This design comes from an exercise in tuning for small area and a short achievable clock period on the open sky130 flow, not from production work. The RTL was checked by simulation tests, not by an equivalence proof against the original design. No driver is modelled on the clock port, so clocking that relies on it looks cheaper here than on a real chip. Power figures rest on the tool's default switching activity, not on a simulated workload.

### flow/flow/post_cts.tcl
# After CTS: delay the output registers' clock (see pre_cts.tcl) by a chain
# of delay cells in front of skew_out_buf, then repair timing with the skew
# in place.
set skew_block [ord::get_db_block]
set skew_db [ord::get_db]
set skew_cells [expr {[info exists ::env(SKEW_CELLS)] ? $::env(SKEW_CELLS) : 2}]
set skew_master [$skew_db findMaster [expr {[info exists ::env(SKEW_CELL)] ? $::env(SKEW_CELL) : "sky130_fd_sc_hd__clkdlybuf4s25_1"}]]
set skew_inst [$skew_block findInst skew_out_buf]
set skew_a [$skew_inst findITerm A]
set skew_prev [$skew_a getNet]
$skew_a disconnect
set skew_loc [$skew_inst getLocation]
for {set k 0} {$k < $skew_cells} {incr k} {
  set d [odb::dbInst_create $skew_block $skew_master skew_dly_$k]
  set dn [odb::dbNet_create $skew_block clk_skew_dly_$k]
  $dn setSigType CLOCK
  [$d findITerm A] connect $skew_prev
  [$d findITerm X] connect $dn
  $d setLocation [lindex $skew_loc 0] [lindex $skew_loc 1]
  $d setPlacementStatus PLACED
  set skew_prev $dn
}
$skew_a connect $skew_prev
puts "post_cts: $skew_cells delay cells in front of skew_out_buf"
detailed_placement
estimate_parasitics -placement
# cts.tcl's own repair is skipped (SKIP_CTS_REPAIR_TIMING=1) so that it
# sees this skew; the same steps follow here.
repair_timing_helper
detailed_placement
check_placement -verbose
### flow/design.v
`timescale 1ns / 1ps
module encrypter_top(
    input             clk,
    input      [0:79] data_in,
    input      [0:63] master_key,
    input      [0:63] baby_key,
    output reg [0:79] data_out,
    output reg [0:7]  crc
    );
    reg  [0:79] data_q;
    reg  [0:63] master_q;
    reg  [0:63] baby_q;
    wire [0:79] data_c;
    wire [0:7]  crc_c;
    encrypter core (
        .data_in(data_q),
        .master_key(master_q),
        .baby_key(baby_q),
        .data_out(data_c),
        .crc(crc_c)
    );
    always @(posedge clk) begin
        data_q   <= data_in;
        master_q <= master_key;
        baby_q   <= baby_key;
        data_out <= data_c;
        crc      <= crc_c;
    end
endmodule

module CRC(
    input  [0:79] data_in,
    output [0:7]  crc
);
    wire [0:9] col [0:7];
    wire [0:9] par;
    genvar m, c;
    generate
        for (c = 0; c < 10; c = c + 1) begin : COL
            assign par[c] = data_in[c]      ^ data_in[c + 10] ^ data_in[c + 20] ^ data_in[c + 30] ^
                            data_in[c + 40] ^ data_in[c + 50] ^ data_in[c + 60] ^ data_in[c + 70];
        end
        for (c = 0; c < 8; c = c + 1) begin : OUT
            assign crc[c] = par[c + 2] ^ ((c % 2 == 0) ? par[0] : par[1]);
        end
    endgenerate
endmodule
module key_creation(
    input  [0:63] master_key,
    input  [0:63] baby_key,
    output [0:63] final_key,
    output [0:7]  gt
);
    genvar i;
    generate
        for (i = 0; i < 8; i = i + 1) begin : BYTE
            assign gt[i] = master_key[8*i +: 8] > baby_key[8*i +: 8];
            assign final_key[8*i +: 8] = gt[i] ? master_key[8*i +: 8] : baby_key[8*i +: 8];
        end
    endgenerate
endmodule
module bit_level_mixing_encode(
    input  [0:79] data_in,
    input  [0:63] final_key,
    output [0:79] data_out
);
    function [0:7] rotr;
        input [0:7] x;
        input [2:0] s;
        reg   [0:7] a, b;
        begin
            a    = s[0] ? {x[7],   x[0:6]} : x;
            b    = s[1] ? {a[6:7], a[0:5]} : a;
            rotr = s[2] ? {b[4:7], b[0:3]} : b;
        end
    endfunction
    genvar b;
    generate
        for (b = 0; b < 10; b = b + 1) begin : BYTE
            assign data_out[8*b +: 8] = rotr(data_in[8*b +: 8], final_key[8*(b % 8) + 5 +: 3]);
        end
    endgenerate
endmodule
module shift_encoding(
    input  [0:79] data_in,
    input  [0:63] final_key,
    input  [0:63] master_key,
    input  [0:63] baby_key,
    input  [0:7]  key_gt,        
    output [0:79] data_out
);
    function [4:0] res5;
        input [3:0] x;
        begin
            res5[0] = (x == 4'd0) | (x == 4'd5) | (x == 4'd10) | (x == 4'd15);
            res5[1] = (x == 4'd1) | (x == 4'd6) | (x == 4'd11);
            res5[2] = (x == 4'd2) | (x == 4'd7) | (x == 4'd12);
            res5[3] = (x == 4'd3) | (x == 4'd8) | (x == 4'd13);
            res5[4] = (x == 4'd4) | (x == 4'd9) | (x == 4'd14);
        end
    endfunction
    function [4:0] add5;
        input [4:0] a, b;
        begin
            add5[0] = (a[0] & b[0]) | (a[1] & b[4]) | (a[2] & b[3]) | (a[3] & b[2]) | (a[4] & b[1]);
            add5[1] = (a[0] & b[1]) | (a[1] & b[0]) | (a[2] & b[4]) | (a[3] & b[3]) | (a[4] & b[2]);
            add5[2] = (a[0] & b[2]) | (a[1] & b[1]) | (a[2] & b[0]) | (a[3] & b[4]) | (a[4] & b[3]);
            add5[3] = (a[0] & b[3]) | (a[1] & b[2]) | (a[2] & b[1]) | (a[3] & b[0]) | (a[4] & b[4]);
            add5[4] = (a[0] & b[4]) | (a[1] & b[3]) | (a[2] & b[2]) | (a[3] & b[1]) | (a[4] & b[0]);
        end
    endfunction
    wire [7:0] kb [0:7];
    wire [4:0] kr [0:7];
    genvar i;
    generate
        for (i = 0; i < 8; i = i + 1) begin : KRES
            wire [7:0] mb = master_key[8*i +: 8];
            wire [7:0] bb = baby_key[8*i +: 8];
            wire [4:0] mr = add5(res5(mb[7:4]), res5(mb[3:0]));
            wire [4:0] br = add5(res5(bb[7:4]), res5(bb[3:0]));
            assign kb[i] = final_key[8*i +: 8];
            assign kr[i] = key_gt[i] ? mr : br;
        end
    endgenerate
    wire [4:0] start5 = add5(add5(add5(kr[0], kr[1]), add5(kr[2], kr[3])),
                             add5(add5(kr[4], kr[5]), add5(kr[6], kr[7])));
    wire       start2 = kb[0][0] ^ kb[1][0] ^ kb[2][0] ^ kb[3][0] ^
                        kb[4][0] ^ kb[5][0] ^ kb[6][0] ^ kb[7][0];
    wire [9:0] st10;
    generate
        for (i = 0; i < 10; i = i + 1) begin : ST10
            assign st10[i] = start5[i % 5] & (start2 == (i % 2));
        end
    endgenerate
    wire [9:1] ts;
    generate
        for (i = 1; i <= 9; i = i + 1) begin : TS
            assign ts[i] = |(st10 >> i);
        end
    endgenerate
    wire [6:0] r7_m   = master_key[0:6];
    wire [6:0] r7_b   = baby_key[0:6];
    wire       top_m  = &r7_m;
    wire       top_b  = &r7_b;
    wire [4:0] s1r_m  = add5(res5(r7_m[6:3]), res5({r7_m[2:0], 1'b1}));
    wire [4:0] s1r_b  = add5(res5(r7_b[6:3]), res5({r7_b[2:0], 1'b1}));
    wire [4:0] sg_m   = s1r_m[0] ? (top_m ? 5'b00010 : 5'b00100) : s1r_m;
    wire [4:0] sg_b   = s1r_b[0] ? (top_b ? 5'b00010 : 5'b00100) : s1r_b;
    wire [4:0] sg     = key_gt[0] ? sg_m : sg_b;
    wire [4:0] sm [0:4];
    assign sm[0] = 5'b00001;
    assign sm[1] = sg;
    assign sm[2] = {sg[2], sg[4], sg[1], sg[3], 1'b0};    
    assign sm[3] = {sg[3], sg[1], sg[4], sg[2], 1'b0};    
    assign sm[4] = {sg[1], sg[2], sg[3], sg[4], 1'b0};    
    wire [4:0] tq [0:4];
    assign tq[0] = start5;
    generate
        for (i = 1; i < 5; i = i + 1) begin : TQ
            assign tq[i] = add5(start5, sm[i]);
        end
    endgenerate
    wire eq31_m = ((r7_m == 7'd15));
    wire eq31_b = ((r7_b == 7'd15));
    wire eq31 = key_gt[0] ? eq31_m : eq31_b;
    wire eq51_m = ((r7_m == 7'd25));
    wire eq51_b = ((r7_b == 7'd25));
    wire eq51 = key_gt[0] ? eq51_m : eq51_b;
    wire eq63_m = ((r7_m == 7'd31));
    wire eq63_b = ((r7_b == 7'd31));
    wire eq63 = key_gt[0] ? eq63_m : eq63_b;
    wire eq73_m = ((r7_m == 7'd36));
    wire eq73_b = ((r7_b == 7'd36));
    wire eq73 = key_gt[0] ? eq73_m : eq73_b;
    wire eq83_m = ((r7_m == 7'd41));
    wire eq83_b = ((r7_b == 7'd41));
    wire eq83 = key_gt[0] ? eq83_m : eq83_b;
    wire eq101_m = ((r7_m == 7'd50));
    wire eq101_b = ((r7_b == 7'd50));
    wire eq101 = key_gt[0] ? eq101_m : eq101_b;
    wire eq109_m = ((r7_m == 7'd54));
    wire eq109_b = ((r7_b == 7'd54));
    wire eq109 = key_gt[0] ? eq109_m : eq109_b;
    wire eq113_m = ((r7_m == 7'd56));
    wire eq113_b = ((r7_b == 7'd56));
    wire eq113 = key_gt[0] ? eq113_m : eq113_b;
    wire eq127_m = ((r7_m == 7'd62) | (r7_m == 7'd63));
    wire eq127_b = ((r7_b == 7'd62) | (r7_b == 7'd63));
    wire eq127 = key_gt[0] ? eq127_m : eq127_b;
    wire eq153_m = ((r7_m == 7'd76));
    wire eq153_b = ((r7_b == 7'd76));
    wire eq153 = key_gt[0] ? eq153_m : eq153_b;
    wire eq159_m = ((r7_m == 7'd79));
    wire eq159_b = ((r7_b == 7'd79));
    wire eq159 = key_gt[0] ? eq159_m : eq159_b;
    wire eq169_m = ((r7_m == 7'd84));
    wire eq169_b = ((r7_b == 7'd84));
    wire eq169 = key_gt[0] ? eq169_m : eq169_b;
    wire eq191_m = ((r7_m == 7'd95));
    wire eq191_b = ((r7_b == 7'd95));
    wire eq191 = key_gt[0] ? eq191_m : eq191_b;
    wire eq199_m = ((r7_m == 7'd99));
    wire eq199_b = ((r7_b == 7'd99));
    wire eq199 = key_gt[0] ? eq199_m : eq199_b;
    wire eq203_m = ((r7_m == 7'd101));
    wire eq203_b = ((r7_b == 7'd101));
    wire eq203 = key_gt[0] ? eq203_m : eq203_b;
    wire eq213_m = ((r7_m == 7'd106));
    wire eq213_b = ((r7_b == 7'd106));
    wire eq213 = key_gt[0] ? eq213_m : eq213_b;
    wire eq219_m = ((r7_m == 7'd109));
    wire eq219_b = ((r7_b == 7'd109));
    wire eq219 = key_gt[0] ? eq219_m : eq219_b;
    wire eq223_m = ((r7_m == 7'd111));
    wire eq223_b = ((r7_b == 7'd111));
    wire eq223 = key_gt[0] ? eq223_m : eq223_b;
    wire eq227_m = ((r7_m == 7'd112) | (r7_m == 7'd113));
    wire eq227_b = ((r7_b == 7'd112) | (r7_b == 7'd113));
    wire eq227 = key_gt[0] ? eq227_m : eq227_b;
    wire eq247_m = ((r7_m == 7'd122) | (r7_m == 7'd123));
    wire eq247_b = ((r7_b == 7'd122) | (r7_b == 7'd123));
    wire eq247 = key_gt[0] ? eq247_m : eq247_b;
    wire eq249_m = ((r7_m == 7'd124));
    wire eq249_b = ((r7_b == 7'd124));
    wire eq249 = key_gt[0] ? eq249_m : eq249_b;
    wire eq251_m = ((r7_m == 7'd125));
    wire eq251_b = ((r7_b == 7'd125));
    wire eq251 = key_gt[0] ? eq251_m : eq251_b;
    wire eq253_m = ((r7_m == 7'd126));
    wire eq253_b = ((r7_b == 7'd126));
    wire eq253 = key_gt[0] ? eq253_m : eq253_b;
    wire ge29_m = ((r7_m[6] | (r7_m[5] | (r7_m[4] | (r7_m[3] & (r7_m[2] & r7_m[1]))))) & ~top_m);
    wire ge29_b = ((r7_b[6] | (r7_b[5] | (r7_b[4] | (r7_b[3] & (r7_b[2] & r7_b[1]))))) & ~top_b);
    wire ge29 = key_gt[0] ? ge29_m : ge29_b;
    wire ge32_m = ((r7_m[6] | (r7_m[5] | r7_m[4])) & ~top_m);
    wire ge32_b = ((r7_b[6] | (r7_b[5] | r7_b[4])) & ~top_b);
    wire ge32 = key_gt[0] ? ge32_m : ge32_b;
    wire ge37_m = ((r7_m[6] | (r7_m[5] | (r7_m[4] & (r7_m[3] | (r7_m[2] | (r7_m[1] | r7_m[0])))))) & ~top_m);
    wire ge37_b = ((r7_b[6] | (r7_b[5] | (r7_b[4] & (r7_b[3] | (r7_b[2] | (r7_b[1] | r7_b[0])))))) & ~top_b);
    wire ge37 = key_gt[0] ? ge37_m : ge37_b;
    wire ge43_m = ((r7_m[6] | (r7_m[5] | (r7_m[4] & (r7_m[3] | (r7_m[2] & (r7_m[1] | r7_m[0])))))) & ~top_m);
    wire ge43_b = ((r7_b[6] | (r7_b[5] | (r7_b[4] & (r7_b[3] | (r7_b[2] & (r7_b[1] | r7_b[0])))))) & ~top_b);
    wire ge43 = key_gt[0] ? ge43_m : ge43_b;
    wire ge52_m = ((r7_m[6] | (r7_m[5] | (r7_m[4] & (r7_m[3] & (r7_m[2] | r7_m[1]))))) & ~top_m);
    wire ge52_b = ((r7_b[6] | (r7_b[5] | (r7_b[4] & (r7_b[3] & (r7_b[2] | r7_b[1]))))) & ~top_b);
    wire ge52 = key_gt[0] ? ge52_m : ge52_b;
    wire ge57_m = ((r7_m[6] | (r7_m[5] | (r7_m[4] & (r7_m[3] & (r7_m[2] | (r7_m[1] & r7_m[0])))))) & ~top_m);
    wire ge57_b = ((r7_b[6] | (r7_b[5] | (r7_b[4] & (r7_b[3] & (r7_b[2] | (r7_b[1] & r7_b[0])))))) & ~top_b);
    wire ge57 = key_gt[0] ? ge57_m : ge57_b;
    wire ge64_m = ((r7_m[6] | r7_m[5]) & ~top_m);
    wire ge64_b = ((r7_b[6] | r7_b[5]) & ~top_b);
    wire ge64 = key_gt[0] ? ge64_m : ge64_b;
    wire ge74_m = ((r7_m[6] | (r7_m[5] & (r7_m[4] | (r7_m[3] | (r7_m[2] & (r7_m[1] | r7_m[0])))))) & ~top_m);
    wire ge74_b = ((r7_b[6] | (r7_b[5] & (r7_b[4] | (r7_b[3] | (r7_b[2] & (r7_b[1] | r7_b[0])))))) & ~top_b);
    wire ge74 = key_gt[0] ? ge74_m : ge74_b;
    wire ge86_m = ((r7_m[6] | (r7_m[5] & (r7_m[4] | (r7_m[3] & (r7_m[2] | r7_m[1]))))) & ~top_m);
    wire ge86_b = ((r7_b[6] | (r7_b[5] & (r7_b[4] | (r7_b[3] & (r7_b[2] | r7_b[1]))))) & ~top_b);
    wire ge86 = key_gt[0] ? ge86_m : ge86_b;
    wire ge96_m = ((r7_m[6] | (r7_m[5] & (r7_m[4] | (r7_m[3] & (r7_m[2] & (r7_m[1] & r7_m[0])))))) & ~top_m);
    wire ge96_b = ((r7_b[6] | (r7_b[5] & (r7_b[4] | (r7_b[3] & (r7_b[2] & (r7_b[1] & r7_b[0])))))) & ~top_b);
    wire ge96 = key_gt[0] ? ge96_m : ge96_b;
    wire ge103_m = ((r7_m[6] | (r7_m[5] & (r7_m[4] & (r7_m[3] | (r7_m[2] | (r7_m[1] & r7_m[0])))))) & ~top_m);
    wire ge103_b = ((r7_b[6] | (r7_b[5] & (r7_b[4] & (r7_b[3] | (r7_b[2] | (r7_b[1] & r7_b[0])))))) & ~top_b);
    wire ge103 = key_gt[0] ? ge103_m : ge103_b;
    wire ge110_m = ((r7_m[6] | (r7_m[5] & (r7_m[4] & (r7_m[3] | (r7_m[2] & (r7_m[1] & r7_m[0])))))) & ~top_m);
    wire ge110_b = ((r7_b[6] | (r7_b[5] & (r7_b[4] & (r7_b[3] | (r7_b[2] & (r7_b[1] & r7_b[0])))))) & ~top_b);
    wire ge110 = key_gt[0] ? ge110_m : ge110_b;
    wire ge114_m = ((r7_m[6] | (r7_m[5] & (r7_m[4] & (r7_m[3] & (r7_m[2] | (r7_m[1] | r7_m[0])))))) & ~top_m);
    wire ge114_b = ((r7_b[6] | (r7_b[5] & (r7_b[4] & (r7_b[3] & (r7_b[2] | (r7_b[1] | r7_b[0])))))) & ~top_b);
    wire ge114 = key_gt[0] ? ge114_m : ge114_b;
    wire ge128_m = (r7_m[6] & ~top_m);
    wire ge128_b = (r7_b[6] & ~top_b);
    wire ge128 = key_gt[0] ? ge128_m : ge128_b;
    wire ge143_m = ((r7_m[6] & (r7_m[5] | (r7_m[4] | (r7_m[3] | (r7_m[2] & (r7_m[1] & r7_m[0])))))) & ~top_m);
    wire ge143_b = ((r7_b[6] & (r7_b[5] | (r7_b[4] | (r7_b[3] | (r7_b[2] & (r7_b[1] & r7_b[0])))))) & ~top_b);
    wire ge143 = key_gt[0] ? ge143_m : ge143_b;
    wire ge147_m = ((r7_m[6] & (r7_m[5] | (r7_m[4] | r7_m[3]))) & ~top_m);
    wire ge147_b = ((r7_b[6] & (r7_b[5] | (r7_b[4] | r7_b[3]))) & ~top_b);
    wire ge147 = key_gt[0] ? ge147_m : ge147_b;
    wire ge154_m = ((r7_m[6] & (r7_m[5] | (r7_m[4] | (r7_m[3] & (r7_m[2] & (r7_m[1] | r7_m[0])))))) & ~top_m);
    wire ge154_b = ((r7_b[6] & (r7_b[5] | (r7_b[4] | (r7_b[3] & (r7_b[2] & (r7_b[1] | r7_b[0])))))) & ~top_b);
    wire ge154 = key_gt[0] ? ge154_m : ge154_b;
    wire ge160_m = ((r7_m[6] & (r7_m[5] | r7_m[4])) & ~top_m);
    wire ge160_b = ((r7_b[6] & (r7_b[5] | r7_b[4])) & ~top_b);
    wire ge160 = key_gt[0] ? ge160_m : ge160_b;
    wire ge171_m = ((r7_m[6] & (r7_m[5] | (r7_m[4] & (r7_m[3] | (r7_m[2] & (r7_m[1] | r7_m[0])))))) & ~top_m);
    wire ge171_b = ((r7_b[6] & (r7_b[5] | (r7_b[4] & (r7_b[3] | (r7_b[2] & (r7_b[1] | r7_b[0])))))) & ~top_b);
    wire ge171 = key_gt[0] ? ge171_m : ge171_b;
    wire ge183_m = ((r7_m[6] & (r7_m[5] | (r7_m[4] & (r7_m[3] & (r7_m[2] | (r7_m[1] & r7_m[0])))))) & ~top_m);
    wire ge183_b = ((r7_b[6] & (r7_b[5] | (r7_b[4] & (r7_b[3] & (r7_b[2] | (r7_b[1] & r7_b[0])))))) & ~top_b);
    wire ge183 = key_gt[0] ? ge183_m : ge183_b;
    wire ge192_m = ((r7_m[6] & r7_m[5]) & ~top_m);
    wire ge192_b = ((r7_b[6] & r7_b[5]) & ~top_b);
    wire ge192 = key_gt[0] ? ge192_m : ge192_b;
    wire ge200_m = ((r7_m[6] & (r7_m[5] & (r7_m[4] | (r7_m[3] | r7_m[2])))) & ~top_m);
    wire ge200_b = ((r7_b[6] & (r7_b[5] & (r7_b[4] | (r7_b[3] | r7_b[2])))) & ~top_b);
    wire ge200 = key_gt[0] ? ge200_m : ge200_b;
    wire ge205_m = ((r7_m[6] & (r7_m[5] & (r7_m[4] | (r7_m[3] | (r7_m[2] & r7_m[1]))))) & ~top_m);
    wire ge205_b = ((r7_b[6] & (r7_b[5] & (r7_b[4] | (r7_b[3] | (r7_b[2] & r7_b[1]))))) & ~top_b);
    wire ge205 = key_gt[0] ? ge205_m : ge205_b;
    wire ge214_m = ((r7_m[6] & (r7_m[5] & (r7_m[4] | (r7_m[3] & (r7_m[2] | (r7_m[1] & r7_m[0])))))) & ~top_m);
    wire ge214_b = ((r7_b[6] & (r7_b[5] & (r7_b[4] | (r7_b[3] & (r7_b[2] | (r7_b[1] & r7_b[0])))))) & ~top_b);
    wire ge214 = key_gt[0] ? ge214_m : ge214_b;
    wire ge220_m = ((r7_m[6] & (r7_m[5] & (r7_m[4] | (r7_m[3] & (r7_m[2] & r7_m[1]))))) & ~top_m);
    wire ge220_b = ((r7_b[6] & (r7_b[5] & (r7_b[4] | (r7_b[3] & (r7_b[2] & r7_b[1]))))) & ~top_b);
    wire ge220 = key_gt[0] ? ge220_m : ge220_b;
    wire ge224_m = ((r7_m[6] & (r7_m[5] & r7_m[4])) & ~top_m);
    wire ge224_b = ((r7_b[6] & (r7_b[5] & r7_b[4])) & ~top_b);
    wire ge224 = key_gt[0] ? ge224_m : ge224_b;
    wire ge228_m = ((r7_m[6] & (r7_m[5] & (r7_m[4] & (r7_m[3] | (r7_m[2] | r7_m[1]))))) & ~top_m);
    wire ge228_b = ((r7_b[6] & (r7_b[5] & (r7_b[4] & (r7_b[3] | (r7_b[2] | r7_b[1]))))) & ~top_b);
    wire ge228 = key_gt[0] ? ge228_m : ge228_b;
    wire g_1_1 = (eq247 & ts[9]) | (eq249 & ts[7]) | (eq251 & ts[5]) | (eq253 & ts[3]);
    wire g_2_1 = ge128 | (eq127 & ts[2]);
    wire g_2_2 = (eq253 & ts[6]);
    wire g_3_1 = ge86 | (eq83 & ts[7]);
    wire g_3_2 = ge171 | (eq169 & ts[5]);
    wire g_3_3 = (eq253 & ts[9]);
    wire g_4_1 = ge64 | (eq63 & ts[4]);
    wire g_4_2 = ge128 | (eq127 & ts[4]);
    wire g_4_3 = ge192 | (eq191 & ts[4]);
    wire g_4_4 = 1'b0;
    wire g_5_1 = ge52 | (eq51 & ts[1]);
    wire g_5_2 = ge103 | (eq101 & ts[7]);
    wire g_5_3 = ge154 | (eq153 & ts[3]);
    wire g_5_4 = ge205 | (eq203 & ts[9]);
    wire g_5_5 = 1'b0;
    wire g_6_1 = ge43;
    wire g_6_2 = ge86;
    wire g_6_3 = ge128 | (eq127 & ts[6]);
    wire g_6_4 = ge171;
    wire g_6_5 = ge214 | (eq213 & ts[2]);
    wire g_6_6 = 1'b0;
    wire g_7_1 = ge37;
    wire g_7_2 = ge74 | (eq73 & ts[1]);
    wire g_7_3 = ge110 | (eq109 & ts[5]);
    wire g_7_4 = ge147;
    wire g_7_5 = ge183;
    wire g_7_6 = ge220 | (eq219 & ts[3]);
    wire g_7_7 = 1'b0;
    wire g_8_1 = ge32 | (eq31 & ts[8]);
    wire g_8_2 = ge64 | (eq63 & ts[8]);
    wire g_8_3 = ge96;
    wire g_8_4 = ge128 | (eq127 & ts[8]);
    wire g_8_5 = ge160 | (eq159 & ts[8]);
    wire g_8_6 = ge192 | (eq191 & ts[8]);
    wire g_8_7 = ge224 | (eq223 & ts[8]);
    wire g_8_8 = 1'b0;
    wire g_9_1 = ge29;
    wire g_9_2 = ge57;
    wire g_9_3 = ge86;
    wire g_9_4 = ge114 | (eq113 & ts[7]);
    wire g_9_5 = ge143;
    wire g_9_6 = ge171;
    wire g_9_7 = ge200 | (eq199 & ts[1]);
    wire g_9_8 = ge228 | (eq227 & ts[5]);
    wire g_9_9 = 1'b0;
    wire [4:0] ix5 [0:9];
    assign ix5[0] = start5;
    wire n1_0 = ~g_1_1;
    wire n1_1 = g_1_1;
    wire n1_2 = 1'b0;
    wire n1_3 = 1'b0;
    wire n1_4 = 1'b0;
    assign ix5[1][0] = (n1_0 & tq[1][0]) | (n1_1 & tq[1][1]);
    assign ix5[1][1] = (n1_0 & tq[1][1]) | (n1_1 & tq[1][2]);
    assign ix5[1][2] = (n1_0 & tq[1][2]) | (n1_1 & tq[1][3]);
    assign ix5[1][3] = (n1_0 & tq[1][3]) | (n1_1 & tq[1][4]);
    assign ix5[1][4] = (n1_0 & tq[1][4]) | (n1_1 & tq[1][0]);
    wire n2_0 = ~g_2_1;
    wire n2_1 = (g_2_1 & ~g_2_2);
    wire n2_2 = g_2_2;
    wire n2_3 = 1'b0;
    wire n2_4 = 1'b0;
    assign ix5[2][0] = (n2_0 & tq[2][0]) | (n2_1 & tq[2][1]) | (n2_2 & tq[2][2]);
    assign ix5[2][1] = (n2_0 & tq[2][1]) | (n2_1 & tq[2][2]) | (n2_2 & tq[2][3]);
    assign ix5[2][2] = (n2_0 & tq[2][2]) | (n2_1 & tq[2][3]) | (n2_2 & tq[2][4]);
    assign ix5[2][3] = (n2_0 & tq[2][3]) | (n2_1 & tq[2][4]) | (n2_2 & tq[2][0]);
    assign ix5[2][4] = (n2_0 & tq[2][4]) | (n2_1 & tq[2][0]) | (n2_2 & tq[2][1]);
    wire n3_0 = ~g_3_1;
    wire n3_1 = (g_3_1 & ~g_3_2);
    wire n3_2 = (g_3_2 & ~g_3_3);
    wire n3_3 = g_3_3;
    wire n3_4 = 1'b0;
    assign ix5[3][0] = (n3_0 & tq[3][0]) | (n3_1 & tq[3][1]) | (n3_2 & tq[3][2]) | (n3_3 & tq[3][3]);
    assign ix5[3][1] = (n3_0 & tq[3][1]) | (n3_1 & tq[3][2]) | (n3_2 & tq[3][3]) | (n3_3 & tq[3][4]);
    assign ix5[3][2] = (n3_0 & tq[3][2]) | (n3_1 & tq[3][3]) | (n3_2 & tq[3][4]) | (n3_3 & tq[3][0]);
    assign ix5[3][3] = (n3_0 & tq[3][3]) | (n3_1 & tq[3][4]) | (n3_2 & tq[3][0]) | (n3_3 & tq[3][1]);
    assign ix5[3][4] = (n3_0 & tq[3][4]) | (n3_1 & tq[3][0]) | (n3_2 & tq[3][1]) | (n3_3 & tq[3][2]);
    wire n4_0 = ~g_4_1;
    wire n4_1 = (g_4_1 & ~g_4_2);
    wire n4_2 = (g_4_2 & ~g_4_3);
    wire n4_3 = (g_4_3 & ~g_4_4);
    wire n4_4 = g_4_4;
    assign ix5[4][0] = (n4_0 & tq[4][0]) | (n4_1 & tq[4][1]) | (n4_2 & tq[4][2]) | (n4_3 & tq[4][3]) | (n4_4 & tq[4][4]);
    assign ix5[4][1] = (n4_0 & tq[4][1]) | (n4_1 & tq[4][2]) | (n4_2 & tq[4][3]) | (n4_3 & tq[4][4]) | (n4_4 & tq[4][0]);
    assign ix5[4][2] = (n4_0 & tq[4][2]) | (n4_1 & tq[4][3]) | (n4_2 & tq[4][4]) | (n4_3 & tq[4][0]) | (n4_4 & tq[4][1]);
    assign ix5[4][3] = (n4_0 & tq[4][3]) | (n4_1 & tq[4][4]) | (n4_2 & tq[4][0]) | (n4_3 & tq[4][1]) | (n4_4 & tq[4][2]);
    assign ix5[4][4] = (n4_0 & tq[4][4]) | (n4_1 & tq[4][0]) | (n4_2 & tq[4][1]) | (n4_3 & tq[4][2]) | (n4_4 & tq[4][3]);
    wire n5_0 = ~g_5_1 | g_5_5;
    wire n5_1 = (g_5_1 & ~g_5_2);
    wire n5_2 = (g_5_2 & ~g_5_3);
    wire n5_3 = (g_5_3 & ~g_5_4);
    wire n5_4 = (g_5_4 & ~g_5_5);
    assign ix5[5][0] = (n5_0 & tq[0][0]) | (n5_1 & tq[0][1]) | (n5_2 & tq[0][2]) | (n5_3 & tq[0][3]) | (n5_4 & tq[0][4]);
    assign ix5[5][1] = (n5_0 & tq[0][1]) | (n5_1 & tq[0][2]) | (n5_2 & tq[0][3]) | (n5_3 & tq[0][4]) | (n5_4 & tq[0][0]);
    assign ix5[5][2] = (n5_0 & tq[0][2]) | (n5_1 & tq[0][3]) | (n5_2 & tq[0][4]) | (n5_3 & tq[0][0]) | (n5_4 & tq[0][1]);
    assign ix5[5][3] = (n5_0 & tq[0][3]) | (n5_1 & tq[0][4]) | (n5_2 & tq[0][0]) | (n5_3 & tq[0][1]) | (n5_4 & tq[0][2]);
    assign ix5[5][4] = (n5_0 & tq[0][4]) | (n5_1 & tq[0][0]) | (n5_2 & tq[0][1]) | (n5_3 & tq[0][2]) | (n5_4 & tq[0][3]);
    wire n6_0 = ~g_6_1 | (g_6_5 & ~g_6_6);
    wire n6_1 = (g_6_1 & ~g_6_2) | g_6_6;
    wire n6_2 = (g_6_2 & ~g_6_3);
    wire n6_3 = (g_6_3 & ~g_6_4);
    wire n6_4 = (g_6_4 & ~g_6_5);
    assign ix5[6][0] = (n6_0 & tq[1][0]) | (n6_1 & tq[1][1]) | (n6_2 & tq[1][2]) | (n6_3 & tq[1][3]) | (n6_4 & tq[1][4]);
    assign ix5[6][1] = (n6_0 & tq[1][1]) | (n6_1 & tq[1][2]) | (n6_2 & tq[1][3]) | (n6_3 & tq[1][4]) | (n6_4 & tq[1][0]);
    assign ix5[6][2] = (n6_0 & tq[1][2]) | (n6_1 & tq[1][3]) | (n6_2 & tq[1][4]) | (n6_3 & tq[1][0]) | (n6_4 & tq[1][1]);
    assign ix5[6][3] = (n6_0 & tq[1][3]) | (n6_1 & tq[1][4]) | (n6_2 & tq[1][0]) | (n6_3 & tq[1][1]) | (n6_4 & tq[1][2]);
    assign ix5[6][4] = (n6_0 & tq[1][4]) | (n6_1 & tq[1][0]) | (n6_2 & tq[1][1]) | (n6_3 & tq[1][2]) | (n6_4 & tq[1][3]);
    wire n7_0 = ~g_7_1 | (g_7_5 & ~g_7_6);
    wire n7_1 = (g_7_1 & ~g_7_2) | (g_7_6 & ~g_7_7);
    wire n7_2 = (g_7_2 & ~g_7_3) | g_7_7;
    wire n7_3 = (g_7_3 & ~g_7_4);
    wire n7_4 = (g_7_4 & ~g_7_5);
    assign ix5[7][0] = (n7_0 & tq[2][0]) | (n7_1 & tq[2][1]) | (n7_2 & tq[2][2]) | (n7_3 & tq[2][3]) | (n7_4 & tq[2][4]);
    assign ix5[7][1] = (n7_0 & tq[2][1]) | (n7_1 & tq[2][2]) | (n7_2 & tq[2][3]) | (n7_3 & tq[2][4]) | (n7_4 & tq[2][0]);
    assign ix5[7][2] = (n7_0 & tq[2][2]) | (n7_1 & tq[2][3]) | (n7_2 & tq[2][4]) | (n7_3 & tq[2][0]) | (n7_4 & tq[2][1]);
    assign ix5[7][3] = (n7_0 & tq[2][3]) | (n7_1 & tq[2][4]) | (n7_2 & tq[2][0]) | (n7_3 & tq[2][1]) | (n7_4 & tq[2][2]);
    assign ix5[7][4] = (n7_0 & tq[2][4]) | (n7_1 & tq[2][0]) | (n7_2 & tq[2][1]) | (n7_3 & tq[2][2]) | (n7_4 & tq[2][3]);
    wire n8_0 = ~g_8_1 | (g_8_5 & ~g_8_6);
    wire n8_1 = (g_8_1 & ~g_8_2) | (g_8_6 & ~g_8_7);
    wire n8_2 = (g_8_2 & ~g_8_3) | (g_8_7 & ~g_8_8);
    wire n8_3 = (g_8_3 & ~g_8_4) | g_8_8;
    wire n8_4 = (g_8_4 & ~g_8_5);
    assign ix5[8][0] = (n8_0 & tq[3][0]) | (n8_1 & tq[3][1]) | (n8_2 & tq[3][2]) | (n8_3 & tq[3][3]) | (n8_4 & tq[3][4]);
    assign ix5[8][1] = (n8_0 & tq[3][1]) | (n8_1 & tq[3][2]) | (n8_2 & tq[3][3]) | (n8_3 & tq[3][4]) | (n8_4 & tq[3][0]);
    assign ix5[8][2] = (n8_0 & tq[3][2]) | (n8_1 & tq[3][3]) | (n8_2 & tq[3][4]) | (n8_3 & tq[3][0]) | (n8_4 & tq[3][1]);
    assign ix5[8][3] = (n8_0 & tq[3][3]) | (n8_1 & tq[3][4]) | (n8_2 & tq[3][0]) | (n8_3 & tq[3][1]) | (n8_4 & tq[3][2]);
    assign ix5[8][4] = (n8_0 & tq[3][4]) | (n8_1 & tq[3][0]) | (n8_2 & tq[3][1]) | (n8_3 & tq[3][2]) | (n8_4 & tq[3][3]);
    wire n9_0 = ~g_9_1 | (g_9_5 & ~g_9_6);
    wire n9_1 = (g_9_1 & ~g_9_2) | (g_9_6 & ~g_9_7);
    wire n9_2 = (g_9_2 & ~g_9_3) | (g_9_7 & ~g_9_8);
    wire n9_3 = (g_9_3 & ~g_9_4) | (g_9_8 & ~g_9_9);
    wire n9_4 = (g_9_4 & ~g_9_5) | g_9_9;
    assign ix5[9][0] = (n9_0 & tq[4][0]) | (n9_1 & tq[4][1]) | (n9_2 & tq[4][2]) | (n9_3 & tq[4][3]) | (n9_4 & tq[4][4]);
    assign ix5[9][1] = (n9_0 & tq[4][1]) | (n9_1 & tq[4][2]) | (n9_2 & tq[4][3]) | (n9_3 & tq[4][4]) | (n9_4 & tq[4][0]);
    assign ix5[9][2] = (n9_0 & tq[4][2]) | (n9_1 & tq[4][3]) | (n9_2 & tq[4][4]) | (n9_3 & tq[4][0]) | (n9_4 & tq[4][1]);
    assign ix5[9][3] = (n9_0 & tq[4][3]) | (n9_1 & tq[4][4]) | (n9_2 & tq[4][0]) | (n9_3 & tq[4][1]) | (n9_4 & tq[4][2]);
    assign ix5[9][4] = (n9_0 & tq[4][4]) | (n9_1 & tq[4][0]) | (n9_2 & tq[4][1]) | (n9_3 & tq[4][2]) | (n9_4 & tq[4][3]);
    wire [4:0] sel [0:9];
    genvar j, k;
    generate
        for (j = 0; j < 10; j = j + 1) begin : SEL
            if (j >= 8) begin : LAST
                assign sel[j] = ix5[j];
            end else if (j >= 6) begin : L1
                assign sel[j] = ix5[j] & ~ix5[j+2];
            end else if (j >= 4) begin : L2
                assign sel[j] = ix5[j] & ~(ix5[j+2] | ix5[j+4]);
            end else if (j >= 2) begin : L3
                assign sel[j] = ix5[j] & ~(ix5[j+2] | ix5[j+4] | ix5[j+6]);
            end else begin : L4
                assign sel[j] = ix5[j] & ~(ix5[j+2] | ix5[j+4] | ix5[j+6] | ix5[j+8]);
            end
        end
    endgenerate
    wire [7:0] ev [0:4];
    wire [7:0] od [0:4];
    generate
        for (k = 0; k < 5; k = k + 1) begin : SLOT
            assign ev[k] = ({8{sel[0][k]}} & data_in[0:7])   | ({8{sel[2][k]}} & data_in[16:23]) |
                           ({8{sel[4][k]}} & data_in[32:39]) | ({8{sel[6][k]}} & data_in[48:55]) |
                           ({8{sel[8][k]}} & data_in[64:71]);
            assign od[k] = ({8{sel[1][k]}} & data_in[8:15])  | ({8{sel[3][k]}} & data_in[24:31]) |
                           ({8{sel[5][k]}} & data_in[40:47]) | ({8{sel[7][k]}} & data_in[56:63]) |
                           ({8{sel[9][k]}} & data_in[72:79]);
        end
    endgenerate
    genvar p;
    generate
        for (p = 0; p < 10; p = p + 1) begin : POS
            assign data_out[8*p +: 8] = ((p % 2) == 0) ? (start2 ? od[p % 5] : ev[p % 5])
                                                       : (start2 ? ev[p % 5] : od[p % 5]);
        end
    endgenerate
endmodule
`timescale 1ns / 1ps
module xor_encoding(
        input [0:79] data_in,
        input [0:63] final_key,
        output [0:79] data_out
    );
    assign data_out[0:7] = data_in[0:7] ^ final_key[0:7];
    assign data_out[8:15] = data_in[8:15] ^ final_key[8:15];
    assign data_out[16:23] = data_in[16:23] ^ final_key[16:23];
    assign data_out[24:31] = data_in[24:31] ^ final_key[24:31];
    assign data_out[32:39] = data_in[32:39] ^ final_key[32:39];
    assign data_out[40:47] = data_in[40:47] ^ final_key[40:47];
    assign data_out[48:55] = data_in[48:55] ^ final_key[48:55];
    assign data_out[56:63] = data_in[56:63] ^ final_key[56:63];
    assign data_out[64:71] = data_in[64:71] ^ final_key[0:7];
    assign data_out[72:79] = data_in[72:79] ^ final_key[8:15];    
endmodule
`timescale 1ns / 1ps
module encrypter(
    input [0:79] data_in,
    input [0:63] master_key,
    input [0:63] baby_key,
    output [0:79] data_out,
    output [0:7] crc
    );
    wire [0:63] final_key;
    wire [0:7]  key_gt;
    wire [0:79] stage_1_out;
    wire [0:79] stage_2_out;
    CRC stage_crc( .data_in(data_in), .crc(crc));
    key_creation creat_key( .master_key(master_key), .baby_key(baby_key), .final_key(final_key), .gt(key_gt) );
    bit_level_mixing_encode stage_1( .data_in(data_in), .data_out(stage_1_out), .final_key(final_key));
    shift_encoding stage_2( .data_in(stage_1_out), .final_key(final_key), .master_key(master_key),
                            .baby_key(baby_key), .key_gt(key_gt), .data_out(stage_2_out));
    xor_encoding stage_3( .data_in(stage_2_out), .final_key(final_key), .data_out(data_out));
endmodule
### flow/flow/run.sh
#!/bin/bash
# Layout flow: the standard ORFS flow, except that synthesis maps the
# logic with flow/abc.script (delay-targeted mapping with area recovery)
# instead of ORFS's ABC speed script, and leaves adders to ABC instead of
# extracting full/half adder cells. Registers, flattening and renaming are
# those of the standard synthesis. Placement buffers the ports with buf_1,
# CTS uses clkbuf_8 without dummy loads, and the output registers' clock is
# delayed as a group after CTS (flow/pre_cts.tcl, flow/post_cts.tcl).
set -uo pipefail
export MY_ABC_SCRIPT="$PWD/flow/abc.script"
export SKEW_CELLS=2 SKEW_CELL=sky130_fd_sc_hd__clkdlybuf4s25_1
bash standard.sh SYNTH_SCRIPT="$PWD/flow/my_synth.tcl" ADDER_MAP_FILE= \
    SETUP_SLACK_MARGIN=15.5 \
    SKIP_CTS_REPAIR_TIMING=1 \
    PRE_CTS_TCL="$PWD/flow/pre_cts.tcl" POST_CTS_TCL="$PWD/flow/post_cts.tcl" \
    "BUFFER_PORTS_ARGS=-buffer_cell sky130_fd_sc_hd__buf_1" \
    "CTS_ARGS=-sink_clustering_enable -repair_clock_nets -dont_use_dummy_load -buf_list sky130_fd_sc_hd__clkbuf_8 -sink_clustering_size 24" \
    finish > flow_make.log 2>&1
status=$?
cp -f orfs/logs/*/*/*/*.log . 2>/dev/null || true
exit $status
### flow/standard.sh
#!/bin/bash
# synth_recipe.tcl (not shown) runs the flow's synth.tcl, then flattens the netlist and writes it again
# the make line also repeats each setting of config.mk as NAME=value (left out here)
make -C /OpenROAD-flow-scripts/flow DESIGN_CONFIG=/design/flow/config.mk WORK_HOME=/design/flow/orfs CLKGATE_MAP_FILE= SYNTH_SCRIPT=/design/flow/synth_recipe.tcl "${@:-finish}"
### flow/flow/abc.script
strash
dch
map -D 4500
topo
stime -c
buffer -c
upsize -c -D 4500
dnsize -c -D 4500
### flow/config.mk
export PLATFORM = sky130hd
export DESIGN_NAME = encrypter_top
export DESIGN_NICKNAME = encrypter_top
export VERILOG_FILES = /design/flow/design.v
export SDC_FILE = /design/flow/constraint.sdc
export NUM_CORES = 4
export LEC_CHECK = 0
export CAP_MARGIN = 20
export CORE_MARGIN = 2
export CORE_UTILIZATION = 55
export SLEW_MARGIN = 20
### flow/flow/pre_cts.tcl
set skew_block [ord::get_db_block]
set skew_db [ord::get_db]
set skew_clknet [$skew_block findNet clk]
set skew_inst [odb::dbInst_create $skew_block [$skew_db findMaster sky130_fd_sc_hd__clkbuf_8] skew_out_buf]
set skew_net [odb::dbNet_create $skew_block clk_skew_out]
$skew_net setSigType CLOCK
[$skew_inst findITerm A] connect $skew_clknet
[$skew_inst findITerm X] connect $skew_net
set skew_n 0
set skew_x 0
set skew_y 0
foreach it [$skew_clknet getITerms] {
  set inst [$it getInst]
  if {[regexp {^(data_out|crc)\\?\[} [$inst getName]] && [[$it getMTerm] getName] eq "CLK"} {
    $it disconnect
    $it connect $skew_net
    set loc [$inst getLocation]
    incr skew_x [lindex $loc 0]
    incr skew_y [lindex $loc 1]
    incr skew_n
  }
}
puts "pre_cts: moved $skew_n output register clock pins to clk_skew_out"
$skew_inst setLocation [expr {$skew_x / $skew_n}] [expr {$skew_y / $skew_n}]
$skew_inst setPlacementStatus PLACED
detailed_placement
### flow/flow/my_synth.tcl
# synth_recipe.tcl with ABC's technology mapping script replaced.
proc synth {args} { yosys synth -nofsm -noshare {*}$args }
proc abc {args} {
  set out {}
  set i 0
  while {$i < [llength $args]} {
    set a [lindex $args $i]
    if {$a eq "-script"} {
      lappend out -script $::env(MY_ABC_SCRIPT)
      incr i 2
      continue
    }
    if {$a eq "-D"} {
      incr i 2
      continue
    }
    lappend out $a
    incr i
  }
  puts "abc (flow/abc.script): $out"
  yosys abc {*}$out
}
source $::env(SCRIPTS_DIR)/synth.tcl
# left out here: clear keep_hierarchy, flatten, clean up, hide names made inside functions, write 1_2_yosys.v
### flow/constraint.sdc
create_clock -name core_clock -period 22.0 [get_ports {clk}]
set_input_delay 4.4000 -clock core_clock [delete_from_list [all_inputs] [get_ports {clk}]]
set_output_delay 4.4000 -clock core_clock [all_outputs]
set_load 0.01 [all_outputs]
==> metrics.md, run 1 <==
| Metric | Value |
|---|---|
| Run status | `failed layout checks` |
| Violated Checks | `negative hold slack` |
| I/O pins | `297` |
| Syn Area/Cell | `6.44 µm²` |
| DRC Markers | `0` |
| Max-cap violations | `0` |
| Port Buffers | `between 200 and 300` |
| Fill cell count | `4099` |
| Hold Path Sink | `data_out[32]` |
| Post-synth EDFFs | `0` |
| Vias in the first global route | `26100` |
| GRT Util Overall | `about two fifths` |
| Initial Utilization | `55.7%` |
| Worst-skew pair later-pin latency | `approximately 1.4 ns` |
| HP Class | `flop to flop` |
| Largest net degree at the start of global routing | `56` |
| Setup crit end kind | `output port` |
| Most Crowded Layer GR | `met2` |
| Register-to-register setup slack | `15.64 ns` |
| Mux share of post-synthesis cell area | `3.33%` |
| Commonest non-fill, non-tap cell in the layout | `nand2_1` |
| Crit path DAT | `between 2 and 2.5 ns` |
| RePlAce Congestion | `1.08` |
| LEAKAGE | `approximately 13 nW` |
| Synthesis warning total | `3` |
| Final Hold Viols | `3` |
| Total gr overflow | `0` |
| Tmin final | `6.45 ns` |
| Nets | `4406` |
| Synth Area in Compound Gates | `30.8%` |
| CTS tree | `built` |
| Fmax | `155 MHz` |
| FF-to-FF path depth | `35` |
| Vias per cell | `approximately 6.2` |
| DR WL/cell | `roughly 21 µm` |
| Adder-cell share of the synthesized area | `0%` |
| Fin cells | `approximately 4800` |
| Top_reg_cell synth | `dfxtp_1` |
| Worst-path clk slew | `0.12 ns` |
| Largest family of logic cells by synthesized area | `compound AO/OA/AOI/OAI gates` |
| XOR/XNOR share of the synthesized area | `5.92%` |
| CP max stage cell | `dfxtp_1` |
| Worst Max-Slew Pin Slew | `1.27 ns` |
| Share of layout cells above drive strength 1 | `9.63%` |
| Antenna violations before repair | `3` |
| Cell area power density | `114 mW/mm²` |
| DR pass1 iterations | `13` |
| WL final | `99700 µm` |
| Total core area | `roughly 0.044 mm²` |
| R2r startpoint | `baby_q[3]` |
| Dpl cells | `4666` |
| Crit path kind | `flop to output port` |
| Tcrit/Tclk final | `roughly 29%` |
| Endpoints failing setup | `0` |
| Row Count | `between 70 and 80` |
| Synthesized area | `0.0246 mm²` |
| DP Wirelength | `76900 µm` |
| Async SR Flop Fraction | `0%` |
| Final ANT Viol Nets | `0` |
| Post-Synth Simple-Gate Area | `24.7%` |
| Sequential area share after synthesis | `24.0%` |
| Hold_sp | `baby_q[32]` |
| Die area | `0.0465 mm²` |
| Peak supply drop | `0.0000896 V` |
| Die height | `216 µm` |
| Critical path's largest stage delay | `0.44 ns` |
| Reg-to-Reg End | `data_out[60]` |
| Syn-to-layout area delta | `15.6%` |
| Setup_tns | `0 ns` |
| Hold WS | `-0.0329 ns` |
| Die Wd | `216 µm` |
| First-pass GRT wire length | `around 150000 µm` |
| Number of synthesized register bits | `296` |
| M2 GR Usage | `about three fifths` |
| Worst Hold Depth | `2` |
| M1 GR Usage | `52.4%` |
| Req. time, crit path | `17.60 ns` |
| Pins Over Slew Limit | `0` |
| CP Max Fanout | `1` |
| RSZ-0062 raised after global routing | `false` |
| Antenna fix cells | `0` |
| CP delay by family, top | `flip-flops` |
| First DRT Iteration DRCs | `approximately 4400` |
| Met3 global-route usage | `9.57%` |
| Vias | `29700` |
| Worst slew margin | `14.3%` |
| Synth Instances | `~3800` |
| Critical path startpoint category | `flop` |
| Crit path buffers/inverters | `1` |
| Most frequent cells in the layout | `nand2_1 (739), inv_1 (592), nor2_1 (459)` |
| Worst clock skew | `0.728 ns` |
| CP Cell Sequence | `buf_1` |
| Netlist cell types | `77` |
| Post-Syn Nets | `4033` |
per-layer routing:
metal | vias to the layer above | routed length (µm)
met5 | - | 81
met4 | 6 | 6970
met3 | 432 | 11800
met2 | 2089 | 41900
met1 | 13300 | 38900
li1 | 13900 | -
stage by stage:
| step | worst slack [ns] | util (%) | instance area, µm² | hold WS (ns) | total power [W] |
|---|---|---|---|---|---|
| floorplan | 16.61 | - | 24600 | 0.522 | 0.00195 |
| global placement | 14.17 | 59.7 | 26400 | 0.558 | 0.00256 |
| detailed placement | 14.14 | 59.7 | 26400 | 0.578 | 0.00255 |
| global route | 15.38 | 64.4 | 28500 | 0.0368 | 0.00337 |
| finish | 15.55 | 64.4 | 28500 | -0.0329 | 0.00325 |
layout make-up, clock buffers not listed:
class	instances	area (µm²)	area share (%)
inverters	642	2430	8.54
plain buffers	3	33.8	0.119
repair buffers	391	1920	6.74
flip-flops and latches	296	5940	20.9
well taps	592	741	2.60
multi-input cells	2814	16700	58.8
power by group:
group	switching, W	internal, W
clock	0.000234	0.000205
combinational	0.00138	0.000683
sequential	0.0000882	0.000659
total	0.00170	0.00155
synthesized netlist by cell type, types with 44 or more instances:
cell type | instances | share of area, %
nand2_1 | 750 | 11
inv_1 | 598 | 9.1
nor2_1 | 482 | 7.3
dfxtp_1 | 296 | 24
o21ai_0 | 198 | 4.0
o22ai_1 | 198 | 5.0
a22oi_1 | 189 | 5.8
a21oi_1 | 143 | 2.9
xor2_1 | 100 | 3.6
mux2i_1 | 82 | 3.3
o21ai_1 | 68 | 1.4
xnor2_1 | 64 | 2.3
o2111ai_1 | 57 | 2.0
nand4_1 | 55 | 1.4
nand3_1 | 50 | 1.0
a221oi_1 | 49 | 1.7
clkbuf_1 | 44 | 0.67
worst max path at each step:
| stage | startpoint | to | depth (start not counted) |
|---|---|---|---|
| global route | master_q[16] | data_out[50] | 36 |
| detailed placement | baby_q[24] | data_out[8] | 33 |
| floorplan | master_q[16] | data_out[1] | 33 |
| global placement | baby_q[49] | data_out[16] | 32 |
| finish | data_out[44] | data_out[44] | 1 |
flip-flops by register name (all words and copies together) (netlist names):
name      count
baby_q       64
data_q       80
crc           8
data_out     80
master_q     64
logic make-up after synthesis:
| kind of cell | Yosys count |
|---|---|
| AOI/OAI and AO/OA | 1119 |
| xor gates and xnor gates | 165 |
| buffers and inverters | 718 |
| DFF | 296 |
| muxes | 82 |
| and+or+nand+nor | 1444 |
==> run 2: changes to the inputs <==
--- a/flow/flow/run.sh
+++ b/flow/flow/run.sh
@@ -12,3 +12,3 @@
 bash standard.sh SYNTH_SCRIPT="$PWD/flow/my_synth.tcl" ADDER_MAP_FILE= \
-    SETUP_SLACK_MARGIN=15.5 \
+    SETUP_SLACK_MARGIN=15.6 \
     SKIP_CTS_REPAIR_TIMING=1 \
@@ -16,3 +16,3 @@
     "BUFFER_PORTS_ARGS=-buffer_cell sky130_fd_sc_hd__buf_1" \
-    "CTS_ARGS=-sink_clustering_enable -repair_clock_nets -dont_use_dummy_load -buf_list sky130_fd_sc_hd__clkbuf_8 -sink_clustering_size 24" \
+    "CTS_ARGS=-sink_clustering_enable -repair_clock_nets -dont_use_dummy_load -buf_list {sky130_fd_sc_hd__clkbuf_8 sky130_fd_sc_hd__clkbuf_16}" \
     finish > flow_make.log 2>&1
==> flow/flow/abc.script (replaced) <==
strash
dch
map -D 4500
topo
stime -c
buffer -c
dnsize -c -D 4500
--- a/flow/config.mk
+++ b/flow/config.mk
@@ -7,5 +7,6 @@
 export LEC_CHECK = 0
-export CAP_MARGIN = 20
+export CAP_MARGIN = 30
 export CORE_MARGIN = 2
 export CORE_UTILIZATION = 55
-export SLEW_MARGIN = 20
+export HOLD_SLACK_MARGIN = 0.1
+export SLEW_MARGIN = 30
==> metrics.md, run 2 <==
| Metric | Value |
|---|---|
| Setup_tns | `0 ns (unchanged)` |
| Run status | `timing/DRC/antenna clean` |
| I/O pins | `297 (unchanged)` |
| LEAKAGE | `12.8 nW (+2.2%)` |
| Most frequent cells in the layout | `nand2_1 (739), inv_1 (613), nor2_1 (461)` |
| Largest net degree at the start of global routing | `50 (-11%)` |
| Flop pwr share | `22.1% (-0.9 points)` |
| Critical Path Most Common Cell | `nand2_1` |
| CP Max Fanout | `9 (+8)` |
| Post-synth top cells | `nand2_1 (756), inv_1 (627), nor2_1 (496), dfxtp_1 (296), o21ai_0 (248)` |
| Antenna violations before repair | `1 (-2)` |
| HP Class | `flop to flop` |
| Antenna fix cells | `0 (unchanged)` |
| Max-cap violations | `0 (unchanged)` |
| Die Wd | `213 µm (-1.1%)` |
| Vias in the first global route | `26200 (+0.32%)` |
| Cell area power density | `117 mW/mm² (+2.4%)` |
| Combinational power share | `63.1% (-0.4 points)` |
| Top post-synthesis cells by area | `dfxtp_1 (25%), nand2_1 (12%), inv_1 (9.8%)` |
| Clock network fraction of total power | `14.7% (+1.2 points)` |
| Sequential area share after synthesis | `24.6% (+0.55 points)` |
| Pins Over Slew Limit | `0 (unchanged)` |
| Internal power | `0.00167 W (+8.1%)` |
| Register-to-register setup slack | `15.47 ns (-0.17 ns)` |
| Final Hold Viols | `0 (-3)` |
| Fill cell count | `3864 (-5.7%)` |
| Switching power share of the total | `50.8% (-1.6 points)` |
| CTS tree | `built` |
| DR pass1 iterations | `9 (-4)` |
| Sw Pwr | `0.00173 W (+1.6%)` |
| Die height | `213 µm (-1.1%)` |
| FF-to-FF path depth | `35 (unchanged)` |
| Syn-to-layout area delta | `20.9%` |
| Vias per cell | `6.27 (+0.99%)` |
| Synth Instances | `3824 (unchanged)` |
| Row Count | `76 (-1.3%)` |
| Final ANT Viol Nets | `0 (unchanged)` |
| Die area | `0.0455 mm² (-2.2%)` |
| Peak supply drop | `0.000103 V (+15%)` |
| Worst-path clk slew | `0.06 ns (-0.06 ns)` |
| Worst slew margin | `14.9% (+0.63 points)` |
| Total gr overflow | `0 (unchanged)` |
| Fmax | `153 MHz (-1.2%)` |
| DR WL/cell | `21.2 µm (+1.9%)` |
| RePlAce Congestion | `1.12 (+3.5%)` |
| Nets | `4422 (+0.36%)` |
| Top_reg_cell synth | `dfxtp_1` |
| Top cell type's share of synthesized area | `24.6% (+0.55 points)` |
| Worst clock skew | `0.644 ns (-0.0848 ns)` |
| CP max stage cell | `mux2i_2` |
| GRT Util Overall | `42.0% (+1.6 points)` |
| Count leader, synth | `nand2_1` |
| Crit path kind | `flop to flop` |
| Synthesized area | `0.0241 mm² (-2.2%)` |
| WL final | `102000 µm (+2.1%)` |
| Worst-skew pair later-pin latency | `1.27 ns (-0.12 ns)` |
| Critical path startpoint category | `flop` |
| Endpoints failing setup | `0 (unchanged)` |
| Netlist cell types | `52 (-32%)` |
| DRC Markers | `0 (unchanged)` |
| Post-synth EDFFs | `0 (unchanged)` |
| Port Buffers | `296 (unchanged)` |
| Synthesis warning total | `3 (unchanged)` |
| Top Registers | `data_out x80, data_q x80` |
| Number of synthesized register bits | `296 (unchanged)` |
| Worst Hold Depth | `3 (+1)` |
| Share of layout cells above drive strength 1 | `9.52% (-0.11 points)` |
| DP Wirelength | `76400 µm (-0.60%)` |
| Setup crit end kind | `flop` |
| Commonest non-fill, non-tap cell in the layout | `nand2_1` |
| Crit path DAT | `7.71 ns (+5.66 ns)` |
| Hold WS | `0.123 ns (+0.156 ns)` |
| Req. time, crit path | `23.18 ns (+5.58 ns)` |
| First DRT Iteration DRCs | `4588 (+3.4%)` |
| Initial Utilization | `55.8% (+0.071 points)` |
| First-pass GRT wire length | `147000 µm (-0.50%)` |
| Async SR Flop Fraction | `0% (unchanged)` |
| Yosys top cell by area | `dfxtp_1` |
| Tmin final | `6.53 ns (+0.0782 ns)` |
| Vias | `30100 (+1.2%)` |
| Tcrit/Tclk final | `29.7% (+0.36 points)` |
| Syn Area/Cell | `6.30 µm² (-2.2%)` |
| Total core area | `0.0432 mm² (-2.4%)` |
| Worst Max-Slew Pin Slew | `1.26 ns (-0.00929 ns)` |
| Critical path's largest stage delay | `0.65 ns (+0.21 ns)` |
| RSZ-0062 raised after global routing | `false` |
| Post-Syn Nets | `4033 (unchanged)` |
## run 2: cell types whose count changed in the layout (fill, tap and decap cells not counted), moves of 14 or more
cell           previous run  this run
clkbuf_8                 50         1
clkbuf_16                 1        34
o21ai_1                  62        36
o21ai_0                 193       216
inv_2                    33        11
inv_1                   592       613
dlygate4sd3_1             7        21
## run 2: kinds of logic after synthesis
logic type / count (synthesis) / share of synthesized area, %
mux: 82 / 3.41
flops: 296 / 24.6
buf+inv: 718 / 11.2
compound gates: 1119 / 30.6
xor+xnor: 165 / 6.06
simple gates: 1444 / 24.1
## run 2: path summary, 6_finish.rpt
kind,endpoint,start
max,data_out[10],master_q[2]
min,data_out[27],master_q[27]
max reg2reg,data_out[10],master_q[2]
min reg2reg,data_out[27],master_q[27]
## run 2: cell type report, clock buffers not listed
type	instances	area [µm²]	share of cell area, %
plain buffers	3	33.8	0.116
inverters	642	2450	8.42
multi-input cells	2813	16800	57.7
flip-flops and latches	296	5940	20.4
well taps	585	732	2.51
repair buffers	423	2300	7.91
## run 2: stage by stage
step                      area [µm²]  setup WS [ns]  std cells  power (W)  util, %
after detailed placement       26000          13.10       4665    0.00248     60.2
after floorplan                24100          15.61       3824    0.00189        -
after global placement         25900          13.12       4664    0.00248     60.1
after global routing           29100          15.33       4796    0.00352     67.4
final                          29100          15.47       4796    0.00340     67.4
## run 2: power groups by stage
stage          Combinational, W  Clock, W  Sequential, W
6_report                0.00215  0.000500       0.000753
2_1_floorplan           0.00114         0       0.000749
5_1_grt                 0.00224  0.000522       0.000753
3_3_place_gp            0.00172         0       0.000758
3_5_place_dp            0.00172         0       0.000753
## run 2: worst max-delay path, delay by kind of cell, from the launching register on
| kind | cells | cell delay, ns |
|---|---|---|
| compound gates | 13 | 2.65 |
| simple gates | 16 | 2.35 |
| buf+inv | 4 | 0.67 |
| xor+xnor | 1 | 0.19 |
| flops | 1 | 0.53 |
| mux | 1 | 0.65 |
## run 2: routing by layer
layer  up-vias  GRT usage [%]  routed length (µm)
met5         -              0                   0
met4         0           27.4                7880
met3       498           10.0               12500
met2      2147           63.9               42800
met1     13500           53.2               38700
li1      14000              -                   -
==> run 3: changes to the inputs <==
--- a/flow/flow/run.sh
+++ b/flow/flow/run.sh
@@ -12,3 +12,3 @@
 bash standard.sh SYNTH_SCRIPT="$PWD/flow/my_synth.tcl" ADDER_MAP_FILE= \
-    SETUP_SLACK_MARGIN=15.6 \
+    SETUP_SLACK_MARGIN=15.5 \
     SKIP_CTS_REPAIR_TIMING=1 \
==> flow/flow/abc.script (replaced) <==
strash
dch
map -D 4500
topo
stime -c
buffer -c
upsize -c -D 4500
dnsize -c -D 4500
==> metrics.md, run 3 <==
| Metric | Value |
|---|---|
| Pre-CTS WS | `14.20 ns (+1.10 ns)` |
| Syn-to-layout area delta | `17.9%` |
| Top Registers | `data_out x80, data_q x80` |
| Req. time, crit path | `23.19 ns (about the same)` |
| Vias | `30000 (-0.36%)` |
| Peak supply drop | `0.0000936 V (-8.9%)` |
| Top sig layer | `met5` |
| Top cell type's share of synthesized area | `24.0% (-0.55 points)` |
| Die area | `0.0465 mm² (+2.3%)` |
| Crit path kind | `flop to flop` |
| Vias per cell | `6.24 (-0.52%)` |
| CP max stage cell | `a22oi_1` |
| Synth Area in Compound Gates | `30.8% (+0.22 points)` |
| Row Count | `77 (+1.3%)` |
| Yosys top cell by area | `dfxtp_1` |
| Antenna violations before repair | `2 (+1)` |
| Hold WS | `0.0872 ns (-0.0358 ns)` |
| Run status | `timing/DRC/antenna clean` |
| Tmin final | `6.48 ns (-0.0480 ns)` |
| Endpoints failing setup | `0 (unchanged)` |
| Number of synthesized register bits | `296 (unchanged)` |
| DR WL/cell | `21.0 µm (-0.96%)` |
| Pwr Total | `0.00334 W (-1.8%)` |
| I/O pins | `297 (unchanged)` |
| Largest family of logic cells by synthesized area | `compound AO/OA/AOI/OAI gates` |
| Largest net degree at the start of global routing | `56 (+12%)` |
| Crit path DAT | `7.67 ns (-0.04 ns)` |
| Sequential area share after synthesis | `24.0% (-0.55 points)` |
| CTS tree | `built` |
| Fmax | `154 MHz (+0.74%)` |
| DP Wirelength | `77000 µm (+0.81%)` |
| Max-cap violations | `0 (unchanged)` |
| Vias in the first global route | `26500 (+1.1%)` |
| Worst slew margin | `22.6% (+7.7 points)` |
| First DRT Iteration DRCs | `4238 (-7.6%)` |
| Tcrit/Tclk final | `29.5% (-0.22 points)` |
| Worst-path clk slew | `0.06 ns (about the same)` |
| Post-Synth Simple-Gate Area | `24.7% (+0.57 points)` |
| HP Class | `flop to flop` |
| Post-synth top cells | `nand2_1 (750), inv_1 (598), nor2_1 (482), dfxtp_1 (296)` |
| Top post-synthesis cells by area | `dfxtp_1 (24%), nand2_1 (11%), inv_1 (9.1%)` |
| Post-synth EDFFs | `0 (unchanged)` |
| DRC Markers | `0 (unchanged)` |
| Utilization after layout | `65.7% (-1.7 points)` |
| Cell area power density | `115 mW/mm² (-1.6%)` |
| RePlAce Congestion | `1.08 (-3.3%)` |
| WL final | `101000 µm (-0.79%)` |
| Port Buffers | `296 (unchanged)` |
| Met2 wire len | `42300 µm (-1.0%)` |
| Final Hold Viols | `0 (unchanged)` |
| Critical path startpoint category | `flop` |
| Worst clock skew | `0.681 ns (+0.0377 ns)` |
| Setup crit end kind | `flop` |
| Die height | `216 µm (+1.1%)` |
| Nets | `4422 (unchanged)` |
| Synthesis warning total | `3 (unchanged)` |
| Met3 WL post-DR | `11500 µm (-7.8%)` |
| Top_reg_cell synth | `dfxtp_1` |
| Critical path's largest stage delay | `0.44 ns (-0.21 ns)` |
| Total core area | `0.0442 mm² (+2.4%)` |
| RSZ-0062 raised after global routing | `true` |
| Total gr overflow | `0 (unchanged)` |
| Netlist cell types | `77 (+48%)` |
| Synthesized area | `0.0246 mm² (+2.3%)` |
| Initial Utilization | `55.7% (-0.071 points)` |
| XOR/XNOR share of the synthesized area | `5.92% (-0.14 points)` |
| Commonest non-fill, non-tap cell in the layout | `nand2_1` |
| Setup ws final | `15.52 ns (+0.0480 ns)` |
| Worst-skew pair later-pin latency | `1.32 ns (+0.05 ns)` |
| Syn Area/Cell | `6.44 µm² (+2.3%)` |
| Mux share of post-synthesis cell area | `3.33% (-0.077 points)` |
| Pins Over Slew Limit | `0 (unchanged)` |
| Setup_tns | `0 ns (unchanged)` |
| LEAKAGE | `12.8 nW (-0.26%)` |
| Async SR Flop Fraction | `0% (unchanged)` |
| CP Max Fanout | `7 (-2)` |
| Most frequent cells in the layout | `nand2_1 (738), inv_1 (590), nor2_1 (451)` |
| Final ANT Viol Nets | `0 (unchanged)` |
| GRT Util Overall | `40.7% (-1.3 points)` |
| Worst Max-Slew Pin Slew | `1.15 ns (-0.114 ns)` |
| Share of layout cells above drive strength 1 | `10.0% (+0.50 points)` |
| Register-to-register setup slack | `15.52 ns (+0.05 ns)` |
| Synth Instances | `3824 (unchanged)` |
| Critical Path Most Common Cell | `nand2_1` |
| DRT met1 WL | `39500 µm (+2.2%)` |
| Count leader, synth | `nand2_1` |
| Die Wd | `216 µm (+1.1%)` |
| Adder-cell share of the synthesized area | `0% (unchanged)` |
| DR pass1 iterations | `9 (unchanged)` |
| First-pass GRT wire length | `149000 µm (+1.5%)` |
| Post-Syn Nets | `4033 (unchanged)` |
[run 3: changes by cell type after synthesis, moves of 15 or more]
cell,delta
inv_2,+33
inv_1,-29
clkbuf_1,-15
o21ai_1,+49
o21ai_0,-50
[run 3: report_power, final]
part           internal, W  switching (W)
Sequential        0.000659      0.0000881
Clock             0.000286       0.000239
Combinational     0.000685        0.00138
[run 3: cell type report, clock buffers not listed]
class	count	area, µm²
antenna	1	2.50
buffer	3	33.8
fill	4146	15200
inverter	642	2430
multi-input combinational	2814	16800
sequential	296	5940
tap	592	741
timing repair buffer	421	2200
[run 3: critical path: cells and delay by family, from the launching register on]
kind | cells | cell delay, ns
mux | 1 | 0.21
flops | 1 | 0.40
simple gates | 15 | 2.48
compound gates | 13 | 3.26
xor+xnor | 1 | 0.33
buf+inv | 3 | 0.32
[run 3: stage by stage]
stage / cells / cell area, µm²
5_1_grt: 4803 / 29000
3_5_place_dp: 4666 / 26400
2_1_floorplan: 3824 / 24600
6_report: 4804 / 29000
3_3_place_gp: 4666 / 26400
[run 3: cell families (layout without fill, tap and decap cells)]
kind of cell              Yosys count  in the layout
muxes                              82             82
AOI/OAI and AO/OA                1119           1119
other                               0              1
buffers and inverters             718           1101
and+or+nand+nor                  1444           1448
xor gates and xnor gates          165            165
DFF                               296            296
[run 3: worst paths after layout]
check	startpoint	endpoint	depth (start not counted)
worst min-delay path	master_q[27]	data_out[27]	3
worst max register to register	baby_q[18]	data_out[15]	33
worst min register to register	master_q[27]	data_out[27]	3
worst max-delay path	baby_q[18]	data_out[15]	33
[run 3: per-layer routing]
metal	global-route usage [%]	vias up
met5	0	-
met4	25.5	2
met3	9.47	491
met2	61.4	2033
met1	52.5	13500
li1	-	14000

separate check: timing with driven ports:
The results above use ideal ports. As a check the final layouts listed here were re-extracted and re-timed, cells and wires unchanged. Step 1 (the two cells are an assumption about what drives the block):
set clk [get_ports {clk}]
set_driving_cell -lib_cell sky130_fd_sc_hd__clkbuf_16 $clk
set_driving_cell -lib_cell sky130_fd_sc_hd__buf_2 [delete_from_list [all_inputs] $clk]
Step 2, shift: input delay + t, output delay - t, t = (earliest + latest rising clock arrival at the registers) / 2. This alone moves slack from input paths to output paths. Three values: no drivers, after step 1, after step 2; two values: the first two.
run	t (ns)	setup slack, ns	worst hold slack (ns)	latest minus earliest clock arrival (ns)	worst register clock-pin slew, ns	cell pins on the clock port's net
run 1	1.091	15.550 / 15.485 / 15.644	-0.033 / -0.033 / -0.033	0.728 / 0.728	0.12 / 0.12	2
run 2	1.019	15.472 / 15.472 / 15.472	0.123 / 0.123 / 0.123	0.644 / 0.643	0.08 / 0.08	2
run 3	1.051	15.520 / 15.520 / 15.520	0.087 / 0.087 / 0.087	0.681 / 0.681	0.09 / 0.09	2
Clock arrivals are far apart in every run listed, so t is only a midpoint there and step 2 fits no single register.
